This is an optimization exercise on Yosys and OpenROAD, whose aim is small area, not a production implementation.
Only simulation tests tie the RTL to the original design; equivalence was not proved.
The clock port is modelled as an ideal driver, which makes a skipped or thinned clock tree look cheaper than it is; a real chip needs a root buffer or a tree.

## design/flow/flow/run.sh

```bash
#!/bin/bash
# The standard layout (standard.sh: ORFS from synthesis to the final layout), with these
# changes:
#  - each port gets a sky130_fd_sc_hd__buf_1 as its buffer (buffer_ports -buffer_cell)
#    instead of the default clkdlybuf4s50_1;
#  - clock tree synthesis adds no dummy loads, and after it two_leaves.tcl shrinks the tree
#    from four leaf buffers to two (a clkbuf_4 root drives two clkbuf_16, each driving
#    about half of the flip-flops; the clock port still drives only the root).
# Synthesis is the standard one, unchanged. Each step's output goes to its own log in the
# work folder (synth.log, cts.log, two_leaves.log, standard.log); ORFS's per-step logs stay
# under orfs/logs/.
set -euo pipefail
bash standard.sh synth > synth.log 2>&1
export BUFFER_PORTS_ARGS="-buffer_cell sky130_fd_sc_hd__buf_1"
export CTS_ARGS="-sink_clustering_enable -repair_clock_nets -dont_use_dummy_load -buf_list {sky130_fd_sc_hd__clkbuf_4 sky130_fd_sc_hd__clkbuf_8}"
bash standard.sh cts > cts.log 2>&1
CTS_ODB=orfs/results/$FLOW_PLATFORM/main/base/4_cts.odb openroad -no_init -exit -threads 1 flow/two_leaves.tcl > two_leaves.log 2>&1 || true
bash standard.sh finish > standard.log 2>&1
```

## design/flow/flow/two_leaves.tcl

```tcl
# Shrinks the clock tree that CTS built (a root buffer driving four leaf buffers) to a root
# buffer driving two leaf buffers: the leaves are paired by position, each pair's sinks are
# moved onto one of its buffers, the other is removed, the two kept leaves become clkbuf_16
# and the root clkbuf_4, and the placement is legalized again.
# Reads and rewrites the CTS result in place ($CTS_ODB).
read_db $::env(CTS_ODB)
set block [ord::get_db_block]
set clk_port_net [$block findNet clk]
set root ""
foreach it [$clk_port_net getITerms] {
  set inst [$it getInst]
  if {[string match "sky130_fd_sc_hd__clkbuf_*" [[$inst getMaster] getName]]} { set root $inst }
}
if {$root eq ""} { error "no root clock buffer found" }
set root_net [[$root findITerm X] getNet]
set leaves {}
foreach it [$root_net getITerms] {
  set inst [$it getInst]
  if {$inst eq $root} continue
  if {[string match "sky130_fd_sc_hd__clkbuf_*" [[$inst getMaster] getName]] && [$it isInputSignal]} {
    lappend leaves [list [lindex [$inst getLocation] 0] $inst]
  }
}
if {[llength $leaves] != 4} { error "expected 4 leaf buffers, found [llength $leaves]" }
set leaves [lsort -integer -index 0 $leaves]
foreach {keep drop} [list [lindex $leaves 0 1] [lindex $leaves 1 1] [lindex $leaves 2 1] [lindex $leaves 3 1]] {
  set knet [[$keep findITerm X] getNet]
  set dnet [[$drop findITerm X] getNet]
  set sinks {}
  foreach it [$dnet getITerms] {
    if {[$it getInst] ne $drop} { lappend sinks $it }
  }
  foreach it $sinks {
    $it disconnect
    $it connect $knet
  }
  puts "moved [llength $sinks] sinks from [$drop getName] to [$keep getName]"
  odb::dbInst_destroy $drop
  odb::dbNet_destroy $dnet
}
# the two leaves each drive about half of the flip-flops: make them clkbuf_16; the root
# drives only the two leaves: make it clkbuf_4
set db [ord::get_db]
foreach {keep drop} [list [lindex $leaves 0 1] [lindex $leaves 1 1] [lindex $leaves 2 1] [lindex $leaves 3 1]] {
  $keep swapMaster [$db findMaster sky130_fd_sc_hd__clkbuf_16]
}
$root swapMaster [$db findMaster sky130_fd_sc_hd__clkbuf_4]
detailed_placement
check_placement
write_db $::env(CTS_ODB)
```

## design/flow/standard.sh

```bash
#!/bin/bash
# synth_recipe.tcl (not shown) runs the flow's synth.tcl, then flattens the netlist and writes it again
# the make line also repeats each setting of config.mk as NAME=value (left out here)
make -C /OpenROAD-flow-scripts/flow DESIGN_CONFIG=/design/flow/config.mk WORK_HOME=/design/flow/orfs CLKGATE_MAP_FILE= SYNTH_SCRIPT=/design/flow/synth_recipe.tcl "${@:-finish}"
```

## design/flow/config.mk

```make
export PLATFORM = sky130hd
export DESIGN_NAME = main
export DESIGN_NICKNAME = main
export VERILOG_FILES = /design/flow/design.v
export SDC_FILE = /design/flow/constraint.sdc
export NUM_CORES = 4
export LEC_CHECK = 0
export ABC_AREA = 1
export CAP_MARGIN = 20
export CORE_MARGIN = 2
export CORE_UTILIZATION = 40
export GPL_TIMING_DRIVEN = 0
export SLEW_MARGIN = 20
```

## design/flow/constraint.sdc

```tcl
create_clock -name core_clock -period 15.0 [get_ports {clk}]
set_input_delay 3.0000 -clock core_clock [delete_from_list [all_inputs] [get_ports {clk}]]
set_output_delay 3.0000 -clock core_clock [all_outputs]
set_load 0.01 [all_outputs]
```

## design/flow/design.v

```verilog
module main(in, op, apply, tail, valid, empty, clk, reset);
    input clk, reset, apply;
    input [7:0] in;
    input [2:0] op;
    output [7:0] tail;
    output reg valid;
    output empty;
    reg [7:0] t, f0, f1, f2, f3;
    reg [2:0] sz;
    wire n0  = ~sz[2] & ~sz[0];    
    wire n1  = ~sz[1] &  sz[0];
    wire n2  = ~sz[2] &  sz[1];
    wire n3  =  sz[2] &  sz[0];
    wire n4  =  sz[1] & ~sz[0];
    wire n5  =  sz[2] & ~sz[1];
    wire le1 = ~sz[2] & ~sz[1];
    wire le2 = ~sz[2];
    wire le3 = ~sz[2] |  sz[0];
    wire two =  sz[2] |  sz[1];    
    wire [2:0] sz_up = {sz[1:0], ~sz[2]};
    wire [2:0] sz_dn = {~sz[0], sz[2:1]};
    assign tail = t;
    assign empty = n0;
    wire [7:0] a = f0;                         
    wire [7:0] b = n2 ? t : f1;                
    wire is_add = (op == 3'd2);
    wire is_mul = (op == 3'd3);
    wire is_sub = (op == 3'd4);
    wire is_quo = (op == 3'd5);
    wire is_rem = (op == 3'd6);
    wire is_div = is_quo | is_rem;
    wire [7:0] hz;
    assign hz[0] = 1'b1;
    assign hz[1] = hz[0] & ~a[7];
    assign hz[2] = hz[1] & ~a[6];
    assign hz[3] = hz[2] & ~a[5];
    assign hz[4] = hz[3] & ~a[4];
    assign hz[5] = hz[4] & ~a[3];
    assign hz[6] = hz[5] & ~a[2];
    assign hz[7] = hz[6] & ~a[1];
    wire [7:0] quo;
    wire [0:0] d7_x, d7_y, d7_s, d7_r;
    wire [1:0] d7_c;
    assign d7_x = b[7];
    assign d7_y = ~a[0:0];
    assign d7_c[1] = d7_x[0] | ~a[0];
    assign quo[7] = d7_c[1] & hz[7];
    assign d7_s[0] = 1'b0;   
    assign d7_r[0] = d7_x[0] ^ (quo[7] & a[0]);
    wire [1:0] d6_x, d6_y, d6_s, d6_r;
    wire [2:0] d6_c;
    assign d6_x = {d7_r, b[6]};
    assign d6_y = ~a[1:0];
    assign d6_c[1] = d6_x[0] | ~a[0];
    assign d6_c[2] = (d6_x[1] ^ d6_y[1]) ? d6_c[1] : d6_x[1];
    assign d6_s[1] = 1'b0;   
    assign quo[6] = d6_c[2] & hz[6];
    assign d6_s[0] = 1'b0;   
    assign d6_r[0] = d6_x[0] ^ (quo[6] & a[0]);
    assign d6_r[1:1] = d6_x[1:1] ^ ({1{quo[6]}} & (d6_y[1:1] ^ d6_c[1:1]));
    wire [2:0] d5_x, d5_y, d5_s, d5_r;
    wire [3:0] d5_c;
    assign d5_x = {d6_r, b[5]};
    assign d5_y = ~a[2:0];
    assign d5_c[1] = d5_x[0] | ~a[0];
    assign d5_c[2] = (d5_x[1] ^ d5_y[1]) ? d5_c[1] : d5_x[1];
    assign d5_s[1] = 1'b0;   
    assign d5_c[3] = (d5_x[2] ^ d5_y[2]) ? d5_c[2] : d5_x[2];
    assign d5_s[2] = 1'b0;   
    assign quo[5] = d5_c[3] & hz[5];
    assign d5_s[0] = 1'b0;   
    assign d5_r[0] = d5_x[0] ^ (quo[5] & a[0]);
    assign d5_r[2:1] = d5_x[2:1] ^ ({2{quo[5]}} & (d5_y[2:1] ^ d5_c[2:1]));
    wire [3:0] d4_x, d4_y, d4_s, d4_r;
    wire [4:0] d4_c;
    assign d4_x = {d5_r, b[4]};
    assign d4_y = ~a[3:0];
    assign d4_c[1] = d4_x[0] | ~a[0];
    assign d4_s[1] = d4_x[1] ^ d4_y[1] ^ d4_c[1];
    assign d4_c[2] = (d4_x[1] & d4_y[1]) | (d4_c[1] & (d4_x[1] ^ d4_y[1]));
    assign d4_s[2] = d4_x[2] ^ d4_y[2] ^ d4_c[2];
    assign d4_c[3] = (d4_x[2] & d4_y[2]) | (d4_c[2] & (d4_x[2] ^ d4_y[2]));
    assign d4_s[3] = d4_x[3] ^ d4_y[3] ^ d4_c[3];
    assign d4_c[4] = (d4_x[3] & d4_y[3]) | (d4_c[3] & (d4_x[3] ^ d4_y[3]));
    assign quo[4] = d4_c[4] & hz[4];
    assign d4_s[0] = 1'b0;   
    assign d4_r[0] = d4_x[0] ^ (quo[4] & a[0]);
    assign d4_r[3:1] = quo[4] ? d4_s[3:1] : d4_x[3:1];
    wire [4:0] d3_x, d3_y, d3_s, d3_r;
    wire [5:0] d3_c;
    assign d3_x = {d4_r, b[3]};
    assign d3_y = ~a[4:0];
    assign d3_c[1] = d3_x[0] | ~a[0];
    assign d3_s[1] = d3_x[1] ^ d3_y[1] ^ d3_c[1];
    assign d3_c[2] = (d3_x[1] & d3_y[1]) | (d3_c[1] & (d3_x[1] ^ d3_y[1]));
    assign d3_s[2] = d3_x[2] ^ d3_y[2] ^ d3_c[2];
    assign d3_c[3] = (d3_x[2] & d3_y[2]) | (d3_c[2] & (d3_x[2] ^ d3_y[2]));
    assign d3_s[3] = d3_x[3] ^ d3_y[3] ^ d3_c[3];
    assign d3_c[4] = (d3_x[3] & d3_y[3]) | (d3_c[3] & (d3_x[3] ^ d3_y[3]));
    assign d3_s[4] = d3_x[4] ^ d3_y[4] ^ d3_c[4];
    assign d3_c[5] = (d3_x[4] & d3_y[4]) | (d3_c[4] & (d3_x[4] ^ d3_y[4]));
    assign quo[3] = d3_c[5] & hz[3];
    assign d3_s[0] = 1'b0;   
    assign d3_r[0] = d3_x[0] ^ (quo[3] & a[0]);
    assign d3_r[4:1] = quo[3] ? d3_s[4:1] : d3_x[4:1];
    wire [5:0] d2_x, d2_y, d2_s, d2_r;
    wire [6:0] d2_c;
    assign d2_x = {d3_r, b[2]};
    assign d2_y = ~a[5:0];
    assign d2_c[1] = d2_x[0] | ~a[0];
    assign d2_s[1] = d2_x[1] ^ d2_y[1] ^ d2_c[1];
    assign d2_c[2] = (d2_x[1] & d2_y[1]) | (d2_c[1] & (d2_x[1] ^ d2_y[1]));
    assign d2_s[2] = d2_x[2] ^ d2_y[2] ^ d2_c[2];
    assign d2_c[3] = (d2_x[2] & d2_y[2]) | (d2_c[2] & (d2_x[2] ^ d2_y[2]));
    assign d2_s[3] = d2_x[3] ^ d2_y[3] ^ d2_c[3];
    assign d2_c[4] = (d2_x[3] & d2_y[3]) | (d2_c[3] & (d2_x[3] ^ d2_y[3]));
    assign d2_s[4] = d2_x[4] ^ d2_y[4] ^ d2_c[4];
    assign d2_c[5] = (d2_x[4] & d2_y[4]) | (d2_c[4] & (d2_x[4] ^ d2_y[4]));
    assign d2_s[5] = d2_x[5] ^ d2_y[5] ^ d2_c[5];
    assign d2_c[6] = (d2_x[5] & d2_y[5]) | (d2_c[5] & (d2_x[5] ^ d2_y[5]));
    assign quo[2] = d2_c[6] & hz[2];
    assign d2_s[0] = 1'b0;   
    assign d2_r[0] = d2_x[0] ^ (quo[2] & a[0]);
    assign d2_r[5:1] = quo[2] ? d2_s[5:1] : d2_x[5:1];
    wire [6:0] d1_x, d1_y, d1_s, d1_r;
    wire [7:0] d1_c;
    assign d1_x = {d2_r, b[1]};
    assign d1_y = ~a[6:0];
    assign d1_c[1] = d1_x[0] | ~a[0];
    assign d1_s[1] = d1_x[1] ^ d1_y[1] ^ d1_c[1];
    assign d1_c[2] = (d1_x[1] & d1_y[1]) | (d1_c[1] & (d1_x[1] ^ d1_y[1]));
    assign d1_s[2] = d1_x[2] ^ d1_y[2] ^ d1_c[2];
    assign d1_c[3] = (d1_x[2] & d1_y[2]) | (d1_c[2] & (d1_x[2] ^ d1_y[2]));
    assign d1_s[3] = d1_x[3] ^ d1_y[3] ^ d1_c[3];
    assign d1_c[4] = (d1_x[3] & d1_y[3]) | (d1_c[3] & (d1_x[3] ^ d1_y[3]));
    assign d1_s[4] = d1_x[4] ^ d1_y[4] ^ d1_c[4];
    assign d1_c[5] = (d1_x[4] & d1_y[4]) | (d1_c[4] & (d1_x[4] ^ d1_y[4]));
    assign d1_s[5] = d1_x[5] ^ d1_y[5] ^ d1_c[5];
    assign d1_c[6] = (d1_x[5] & d1_y[5]) | (d1_c[5] & (d1_x[5] ^ d1_y[5]));
    assign d1_s[6] = d1_x[6] ^ d1_y[6] ^ d1_c[6];
    assign d1_c[7] = (d1_x[6] & d1_y[6]) | (d1_c[6] & (d1_x[6] ^ d1_y[6]));
    assign quo[1] = d1_c[7] & hz[1];
    assign d1_s[0] = 1'b0;   
    assign d1_r[0] = d1_x[0] ^ (quo[1] & a[0]);
    assign d1_r[6:1] = quo[1] ? d1_s[6:1] : d1_x[6:1];
    wire [7:0] d0_x, d0_y, d0_s, d0_r;
    wire [8:0] d0_c;
    assign d0_x = {d1_r, b[0]};
    assign d0_y = ~a[7:0];
    assign d0_c[1] = d0_x[0] | ~a[0];
    assign d0_s[1] = d0_x[1] ^ d0_y[1] ^ d0_c[1];
    assign d0_c[2] = (d0_x[1] & d0_y[1]) | (d0_c[1] & (d0_x[1] ^ d0_y[1]));
    assign d0_s[2] = d0_x[2] ^ d0_y[2] ^ d0_c[2];
    assign d0_c[3] = (d0_x[2] & d0_y[2]) | (d0_c[2] & (d0_x[2] ^ d0_y[2]));
    assign d0_s[3] = d0_x[3] ^ d0_y[3] ^ d0_c[3];
    assign d0_c[4] = (d0_x[3] & d0_y[3]) | (d0_c[3] & (d0_x[3] ^ d0_y[3]));
    assign d0_s[4] = d0_x[4] ^ d0_y[4] ^ d0_c[4];
    assign d0_c[5] = (d0_x[4] & d0_y[4]) | (d0_c[4] & (d0_x[4] ^ d0_y[4]));
    assign d0_s[5] = d0_x[5] ^ d0_y[5] ^ d0_c[5];
    assign d0_c[6] = (d0_x[5] & d0_y[5]) | (d0_c[5] & (d0_x[5] ^ d0_y[5]));
    assign d0_s[6] = d0_x[6] ^ d0_y[6] ^ d0_c[6];
    assign d0_c[7] = (d0_x[6] & d0_y[6]) | (d0_c[6] & (d0_x[6] ^ d0_y[6]));
    assign d0_s[7] = d0_x[7] ^ d0_y[7] ^ d0_c[7];
    assign d0_c[8] = (d0_x[7] & d0_y[7]) | (d0_c[7] & (d0_x[7] ^ d0_y[7]));
    assign quo[0] = d0_c[8] & hz[0];
    assign d0_s[0] = 1'b0;   
    assign d0_r[0] = d0_x[0] ^ (quo[0] & a[0]);
    assign d0_r[7:1] = quo[0] ? d0_s[7:1] : d0_x[7:1];
    wire [0:0] m7_r;
    assign m7_r = a[0] & b[7];
    wire [1:0] m6_r;
    wire [1:0] m6_s;
    wire [2:0] m6_c;
    assign m6_s[0] = a[0] & b[6];
    assign m6_c[1] = 1'b0;
    assign m6_s[1] = m7_r[0] ^ (a[1] & b[6]) ^ m6_c[1];
    assign m6_c[2] = (m7_r[0] & (a[1] & b[6])) | (m6_c[1] & (m7_r[0] ^ (a[1] & b[6])));
    assign m6_r = m6_s;
    wire [2:0] m5_r;
    wire [2:0] m5_s;
    wire [3:0] m5_c;
    assign m5_s[0] = a[0] & b[5];
    assign m5_c[1] = 1'b0;
    assign m5_s[1] = m6_r[0] ^ (a[1] & b[5]) ^ m5_c[1];
    assign m5_c[2] = (m6_r[0] & (a[1] & b[5])) | (m5_c[1] & (m6_r[0] ^ (a[1] & b[5])));
    assign m5_s[2] = m6_r[1] ^ (a[2] & b[5]) ^ m5_c[2];
    assign m5_c[3] = (m6_r[1] & (a[2] & b[5])) | (m5_c[2] & (m6_r[1] ^ (a[2] & b[5])));
    assign m5_r = m5_s;
    wire [3:0] m4_r;
    wire [3:0] m4_s;
    wire [4:0] m4_c;
    assign m4_s[0] = a[0] & b[4];
    assign m4_c[1] = 1'b0;
    assign m4_s[1] = m5_r[0] ^ (a[1] & b[4]) ^ m4_c[1];
    assign m4_c[2] = (m5_r[0] & (a[1] & b[4])) | (m4_c[1] & (m5_r[0] ^ (a[1] & b[4])));
    assign m4_s[2] = m5_r[1] ^ (a[2] & b[4]) ^ m4_c[2];
    assign m4_c[3] = (m5_r[1] & (a[2] & b[4])) | (m4_c[2] & (m5_r[1] ^ (a[2] & b[4])));
    assign m4_s[3] = m5_r[2] ^ (a[3] & b[4]) ^ m4_c[3];
    assign m4_c[4] = (m5_r[2] & (a[3] & b[4])) | (m4_c[3] & (m5_r[2] ^ (a[3] & b[4])));
    assign m4_r = m4_s;
    wire [4:0] m3_r;
    wire [4:0] m3_s;
    wire [5:0] m3_c;
    assign m3_s[0] = a[0] & b[3];
    assign m3_c[1] = 1'b0;
    assign m3_s[1] = m4_r[0] ^ (a[1] & b[3]) ^ m3_c[1];
    assign m3_c[2] = (m4_r[0] & (a[1] & b[3])) | (m3_c[1] & (m4_r[0] ^ (a[1] & b[3])));
    assign m3_s[2] = m4_r[1] ^ (a[2] & b[3]) ^ m3_c[2];
    assign m3_c[3] = (m4_r[1] & (a[2] & b[3])) | (m3_c[2] & (m4_r[1] ^ (a[2] & b[3])));
    assign m3_s[3] = m4_r[2] ^ (a[3] & b[3]) ^ m3_c[3];
    assign m3_c[4] = (m4_r[2] & (a[3] & b[3])) | (m3_c[3] & (m4_r[2] ^ (a[3] & b[3])));
    assign m3_s[4] = m4_r[3] ^ (a[4] & b[3]) ^ m3_c[4];
    assign m3_c[5] = (m4_r[3] & (a[4] & b[3])) | (m3_c[4] & (m4_r[3] ^ (a[4] & b[3])));
    assign m3_r = m3_s;
    wire [5:0] m2_r;
    wire [5:0] m2_s;
    wire [6:0] m2_c;
    assign m2_s[0] = a[0] & b[2];
    assign m2_c[1] = 1'b0;
    assign m2_s[1] = m3_r[0] ^ (a[1] & b[2]) ^ m2_c[1];
    assign m2_c[2] = (m3_r[0] & (a[1] & b[2])) | (m2_c[1] & (m3_r[0] ^ (a[1] & b[2])));
    assign m2_s[2] = m3_r[1] ^ (a[2] & b[2]) ^ m2_c[2];
    assign m2_c[3] = (m3_r[1] & (a[2] & b[2])) | (m2_c[2] & (m3_r[1] ^ (a[2] & b[2])));
    assign m2_s[3] = m3_r[2] ^ (a[3] & b[2]) ^ m2_c[3];
    assign m2_c[4] = (m3_r[2] & (a[3] & b[2])) | (m2_c[3] & (m3_r[2] ^ (a[3] & b[2])));
    assign m2_s[4] = m3_r[3] ^ (a[4] & b[2]) ^ m2_c[4];
    assign m2_c[5] = (m3_r[3] & (a[4] & b[2])) | (m2_c[4] & (m3_r[3] ^ (a[4] & b[2])));
    assign m2_s[5] = m3_r[4] ^ (a[5] & b[2]) ^ m2_c[5];
    assign m2_c[6] = (m3_r[4] & (a[5] & b[2])) | (m2_c[5] & (m3_r[4] ^ (a[5] & b[2])));
    assign m2_r = m2_s;
    wire [6:0] m1_r;
    wire [6:0] m1_s;
    wire [7:0] m1_c;
    assign m1_s[0] = a[0] & b[1];
    assign m1_c[1] = 1'b0;
    assign m1_s[1] = m2_r[0] ^ (a[1] & b[1]) ^ m1_c[1];
    assign m1_c[2] = (m2_r[0] & (a[1] & b[1])) | (m1_c[1] & (m2_r[0] ^ (a[1] & b[1])));
    assign m1_s[2] = m2_r[1] ^ (a[2] & b[1]) ^ m1_c[2];
    assign m1_c[3] = (m2_r[1] & (a[2] & b[1])) | (m1_c[2] & (m2_r[1] ^ (a[2] & b[1])));
    assign m1_s[3] = m2_r[2] ^ (a[3] & b[1]) ^ m1_c[3];
    assign m1_c[4] = (m2_r[2] & (a[3] & b[1])) | (m1_c[3] & (m2_r[2] ^ (a[3] & b[1])));
    assign m1_s[4] = m2_r[3] ^ (a[4] & b[1]) ^ m1_c[4];
    assign m1_c[5] = (m2_r[3] & (a[4] & b[1])) | (m1_c[4] & (m2_r[3] ^ (a[4] & b[1])));
    assign m1_s[5] = m2_r[4] ^ (a[5] & b[1]) ^ m1_c[5];
    assign m1_c[6] = (m2_r[4] & (a[5] & b[1])) | (m1_c[5] & (m2_r[4] ^ (a[5] & b[1])));
    assign m1_s[6] = m2_r[5] ^ (a[6] & b[1]) ^ m1_c[6];
    assign m1_c[7] = (m2_r[5] & (a[6] & b[1])) | (m1_c[6] & (m2_r[5] ^ (a[6] & b[1])));
    assign m1_r = m1_s;
    wire [7:0] m0_r;
    wire [7:0] m0_x = is_mul ? {m1_r, 1'b0} : b;
    wire [7:0] m0_y = is_mul ? (a & {8{b[0]}}) : (a ^ {8{is_sub}});
    wire [8:0] m0_c;
    wire [7:0] m0_s;
    assign m0_c[0] = ~is_mul & is_sub;
    assign m0_s[0] = m0_x[0] ^ m0_y[0] ^ m0_c[0];
    assign m0_c[1] = (m0_x[0] & m0_y[0]) | (m0_c[0] & (m0_x[0] ^ m0_y[0]));
    assign m0_s[1] = m0_x[1] ^ m0_y[1] ^ m0_c[1];
    assign m0_c[2] = (m0_x[1] & m0_y[1]) | (m0_c[1] & (m0_x[1] ^ m0_y[1]));
    assign m0_s[2] = m0_x[2] ^ m0_y[2] ^ m0_c[2];
    assign m0_c[3] = (m0_x[2] & m0_y[2]) | (m0_c[2] & (m0_x[2] ^ m0_y[2]));
    assign m0_s[3] = m0_x[3] ^ m0_y[3] ^ m0_c[3];
    assign m0_c[4] = (m0_x[3] & m0_y[3]) | (m0_c[3] & (m0_x[3] ^ m0_y[3]));
    assign m0_s[4] = m0_x[4] ^ m0_y[4] ^ m0_c[4];
    assign m0_c[5] = (m0_x[4] & m0_y[4]) | (m0_c[4] & (m0_x[4] ^ m0_y[4]));
    assign m0_s[5] = m0_x[5] ^ m0_y[5] ^ m0_c[5];
    assign m0_c[6] = (m0_x[5] & m0_y[5]) | (m0_c[5] & (m0_x[5] ^ m0_y[5]));
    assign m0_s[6] = m0_x[6] ^ m0_y[6] ^ m0_c[6];
    assign m0_c[7] = (m0_x[6] & m0_y[6]) | (m0_c[6] & (m0_x[6] ^ m0_y[6]));
    assign m0_s[7] = m0_x[7] ^ m0_y[7] ^ m0_c[7];
    assign m0_c[8] = (m0_x[7] & m0_y[7]) | (m0_c[7] & (m0_x[7] ^ m0_y[7]));
    assign m0_r = m0_s;
    wire [7:0] prod = m0_r;
    wire [7:0] rem = d0_r;
    wire [7:0] as = m0_r;
    wire is_as = is_add | is_sub;
    wire [7:0] res = ({8{is_quo}} & quo) | ({8{is_rem}} & rem) | ({8{is_mul}} & prod) | ({8{is_as}} & as);
    wire push = (op == 3'd0);
    wire pop  = (op == 3'd1);
    wire good = (push & ~n5) | (pop & ~n0) | (two & (is_add | is_mul | is_sub)) | (two & is_div & (a != 8'd0));
    wire ok = apply & good;
    wire [7:0] nv = push ? in : res;
    always @(posedge clk or posedge reset)
        if (reset) begin
            valid <= 1'b1;
            sz <= 3'd0;
        end else if (apply) begin
            if (!good) valid <= 1'b0;
            else sz <= push ? sz_up : sz_dn;
        end
    wire arith = ~push & ~pop;
    wire p_ok = ok & push, o_ok = ok & pop, r_ok = ok & arith;
    wire f0_f1 = o_ok, f0_f2 = r_ok & ~le3, f0_t = (p_ok & le1) | (r_ok & le3);
    wire f1_f2 = o_ok, f1_f3 = r_ok & n5, f1_t = (p_ok & le2) | (r_ok & ~n5);
    wire f2_f3 = o_ok, f2_t = (p_ok & le3) | r_ok;
    wire f3_t = ok & ~pop;
    wire t_in = p_ok, t_res = r_ok;
    wire f0_h = ~(f0_f1 | f0_f2 | f0_t);
    wire f1_h = ~(f1_f2 | f1_f3 | f1_t);
    wire f2_h = ~(f2_f3 | f2_t);
    wire f3_h = ~f3_t;
    wire t_h = ~(t_in | t_res);
    always @(posedge clk) begin
        f0 <= ({8{f0_h}} & f0) | ({8{f0_f1}} & f1) | ({8{f0_f2}} & f2) | ({8{f0_t}} & t);
        f1 <= ({8{f1_h}} & f1) | ({8{f1_f2}} & f2) | ({8{f1_f3}} & f3) | ({8{f1_t}} & t);
        f2 <= ({8{f2_h}} & f2) | ({8{f2_f3}} & f3) | ({8{f2_t}} & t);
        f3 <= ({8{f3_h}} & f3) | ({8{f3_t}} & t);
        t  <= ({8{t_h}} & t) | ({8{t_in}} & in) | ({8{t_res}} & res);
    end
endmodule
```

==> reports/qor.csv <==
stage,metric,value,unit
run_status,status,no timing/DRC/antenna violations,
worst_setup_path,worst-path fanout max,10,
layout,area of the multi-input gates,2860,sq um
synthesis,sequential fraction of the synthesis area,23.4,%
worst_setup_path,flop-to-flop setup slack,0.91,ns
synthesis,Compound-Gate Fraction of Synth Area,16.1,%
synthesis,Mapped Area,4190,sq um
route,final wirelength,11500,um
layout,ant diodes,0,
route,met2 WL post-DR,5540,um
timing,relative slew slack,36.5,%
synthesis,ys async rst share,9.09,%
route,Starting DRT DRC Count,289,
die,number of I/O pins,24,
global_routing,largest net degree at the start of global routing,23,
cts,total clock sinks,44,
cts,clock latency (worst-skew pair),0.34,ns
timing,Clock Skew,0.00543,ns
synthesis,Synth Area in XOR/XNOR,3.52,%
synthesis,Adder-Cell Fraction of Synth Area,21.6,%
worst_setup_path,Worst R2R End,t[7],
synthesis,proportion of synthesized area in mux cells,0,%
synthesis,largest family of logic cells by synthesized area,simple AND/OR/NAND/NOR gates,
placement,Placed Area,4450,sq um
worst_setup_path,Register-to-Register Path Depth,60,
timing,Fin. Hold Viols,0,
cts,CTS Hold Bufs,0,
worst_setup_path,WS Path Type,flip-flop to flip-flop,
die,die width,106,um
global_routing,first-pass GRT wire length,19500,um
layout,synth-to-layout area growth,7.59,%
layout,Fill cells,1076,
route,DR WL met3,440,um
synthesis,Gate Count Post-Synth,566,
timing,Slew Limit Fails,0,
placement,IO Port Bufs,23,
worst_hold_path,Min-Delay Path Class,flip-flop to flip-flop,
global_routing,antenna violations before repair,0,
worst_setup_path,CP most frequent cell,fa_1,
synthesis,post-synth cell types,48,
route,Final ANT Viol Nets,0,
timing,fin crit share,93.9,%
die,row cnt,37,
synthesis,Post-Synth Simple-Gate Area,27.2,%
synthesis,post-synthesis register bit count,44,
timing,Worst Tran Pin Value,0.949,ns
worst_hold_path,hold_sp,valid,
synthesis,Synth warnings,1,
layout,"commonest non-fill, non-tap cell in the layout",nand2_1,
die,die height,106,um
timing,RSZ-0062 raised after global routing,false,
placement,Detail Placement HPWL,9150,um
global_routing,remaining global-route overflow,0,
route,DR vias,3841,
synthesis,"Avg Cell Area, Syn",7.40,sq um
timing,final setup fails,0,
placement,Routability Congestion,0.874,
route,top sig layer,met4,
die,Core ar.,10200,sq um
timing,crit path time final,14.09,ns
die,full die area,11300,sq um
worst_setup_path,Crit-path slowest cell,dfxtp_1,
route,mean number of vias per cell,5.28,
worst_hold_path,worst hold stages,2,
worst_hold_path,hold worst-path end,valid,
worst_setup_path,critical path data required time,15.25,ns
route,DR WL/cell,15.8,um
layout,fin nets,655,
worst_setup_path,largest stage delay on the critical path,0.54,ns
timing,max frequency,71.0,MHz
run,Max-Cap Viols,0,
timing,TNS Setup,0,ns
global_routing,GRT Overall Usage,21.7,%
worst_setup_path,Setup crit start kind,flip-flop,
route,DRC violations left,0,
synthesis,Mapped Nets,627,
route,Detailed Routing Iterations Pass 1,5,
route,M1 WL,5270,um
synthesis,Post-synth top flop,dfxtp_1,
layout,share of post-route cells with drive strength above 1,6.42,%
global_routing,vias in the first global route,3833,
synthesis,"EDFF count, synth",8,
worst_setup_path,Critical Path Sink Type,flip-flop,
layout,Storage cell area,982,sq um
layout,final instance area,4510,sq um
worst_setup_path,Worst R2R Start,f0[3],
cts,Clock Pin Slew Worst Setup and Hold Paths,0.09,ns
worst_setup_path,CP arrival,14.34,ns
die,Initial Util,40.9,%
layout,most frequent cells in the layout,"nand2_1 (154), inv_1 (71), nor2_1 (57)",
[worst max-delay path by stage]
stage                      end  depth (start not counted)  slack, ns   from
after floorplan           t[7]                         60       2.54  f0[3]
after global placement    t[7]                         60       1.02  f0[3]
final                     t[7]                         60       0.91  f0[3]
after global routing      t[7]                         58       0.02  f0[3]
after detailed placement  t[7]                         60       0.80  f0[3]
after CTS                 t[7]                         60       0.80  f0[3]
[area by class of cell]
| type | instances | area share, % |
|---|---|---|
| Buffer | 11 | 1.14 |
| Multi-Input combinational cell | 433 | 63.5 |
| Clock buffer | 3 | 1.28 |
| Tap cell | 136 | 3.78 |
| Sequential cell | 44 | 21.8 |
| Timing Repair Buffer | 23 | 1.92 |
| Inverter | 78 | 6.58 |
[cells by family after synthesis]
logic type               count (synthesis)
AND/OR/NAND/NOR                        270
AO/OA/AOI/OAI                          100
buffers and inverters                   89
adder cells (fa/ha/maj)                 47
flip-flops                              44
XOR/XNOR                                16
[routing by layer]
metal  vias to the layer above  GRT usage (%)
met5                         -              0
met4                         0           6.48
met3                        17           2.70
met2                        85           37.4
met1                      1855           28.5
li1                       1884              -
[worst max-delay path: cells and delay by family, from the launching register on]
family	cells	cell delay, ns
buffers and inverters	7	0.97
AOI/OAI and AO/OA	2	0.38
and+or+nand+nor	22	2.54
DFF	1	0.54
xor gates and xnor gates	4	0.90
adders and majority gates	25	8.64
[synth_stat cells (2+ instances only)]
cell	number	area [sq um]
o211ai_1	4	30.0
o22ai_1	2	12.5
nand3_1	29	145
fa_1	42	841
nand2_2	4	25.0
nor2_2	3	18.8
clkbuf_1	8	30.0
a22o_1	2	17.5
nand4_1	4	25.0
o21ai_1	3	15.0
a21boi_0	2	15.0
buf_2	2	10.0
a31oi_1	5	31.3
a221o_1	3	30.0
nor3_1	5	25.0
clkinv_1	4	15.0
o21ai_2	5	43.8
nor2_1	57	214
xnor2_1	2	17.5
a22oi_1	19	143
a21oi_1	16	80.1
xor2_1	13	114
dfrtp_1	3	75.1
dfxtp_1	32	641
and2_1	3	18.8
nor2_4	2	22.5
o21ai_0	29	145
ha_1	5	62.6
nand2_1	154	578
o2111ai_1	2	17.5
inv_2	3	11.3
edfxtp_1	8	240
inv_1	71	267
or2_2	6	37.5
[through the flow]
stage	hold WS, ns	setup WS, ns	instances	util [%]
floorplan	0.442	2.54	566	-
global placement	0.452	1.02	725	43.5
detailed placement	0.460	0.799	725	43.5
CTS	0.475	0.804	730	44.1
global route	0.522	0.0191	728	44.1
finish	0.476	0.912	728	44.1
[timing repair]
item                                    4_1_cts  5_1_grt
gates resized for setup                       0        1
endpoints found under the setup margin        0        7
setup buffers                                 0        0

-- port drivers added, routing unchanged --
Ports are ideal in the flow. The routed layout listed here was re-timed in OpenROAD.
Step 1 (the two cells are an assumption about what drives the block):
set clk [get_ports {clk}]
set_driving_cell -lib_cell sky130_fd_sc_hd__clkbuf_16 $clk
set_driving_cell -lib_cell sky130_fd_sc_hd__buf_2 [delete_from_list [all_inputs] $clk]
Step 2 also shifts input and output timing later by t, the mid clock arrival at the registers, as if the neighbouring blocks saw the same clock.
a / b / c = ideal ports / drivers / drivers and shift; a / b = the first two.
t (ns): 0.363
slack for setup (ns): 0.912 / 0.912 / 0.912
hold slack, ns: 0.476 / 0.476 / 0.476
clock arrival spread, ns: 0.006 / 0.005
worst register clock-pin slew, ns: 0.09 / 0.09
After both steps this run still meets setup and hold. The setup slack of this run moves by 0.000 ns with the drivers and by 0.000 ns with both steps.
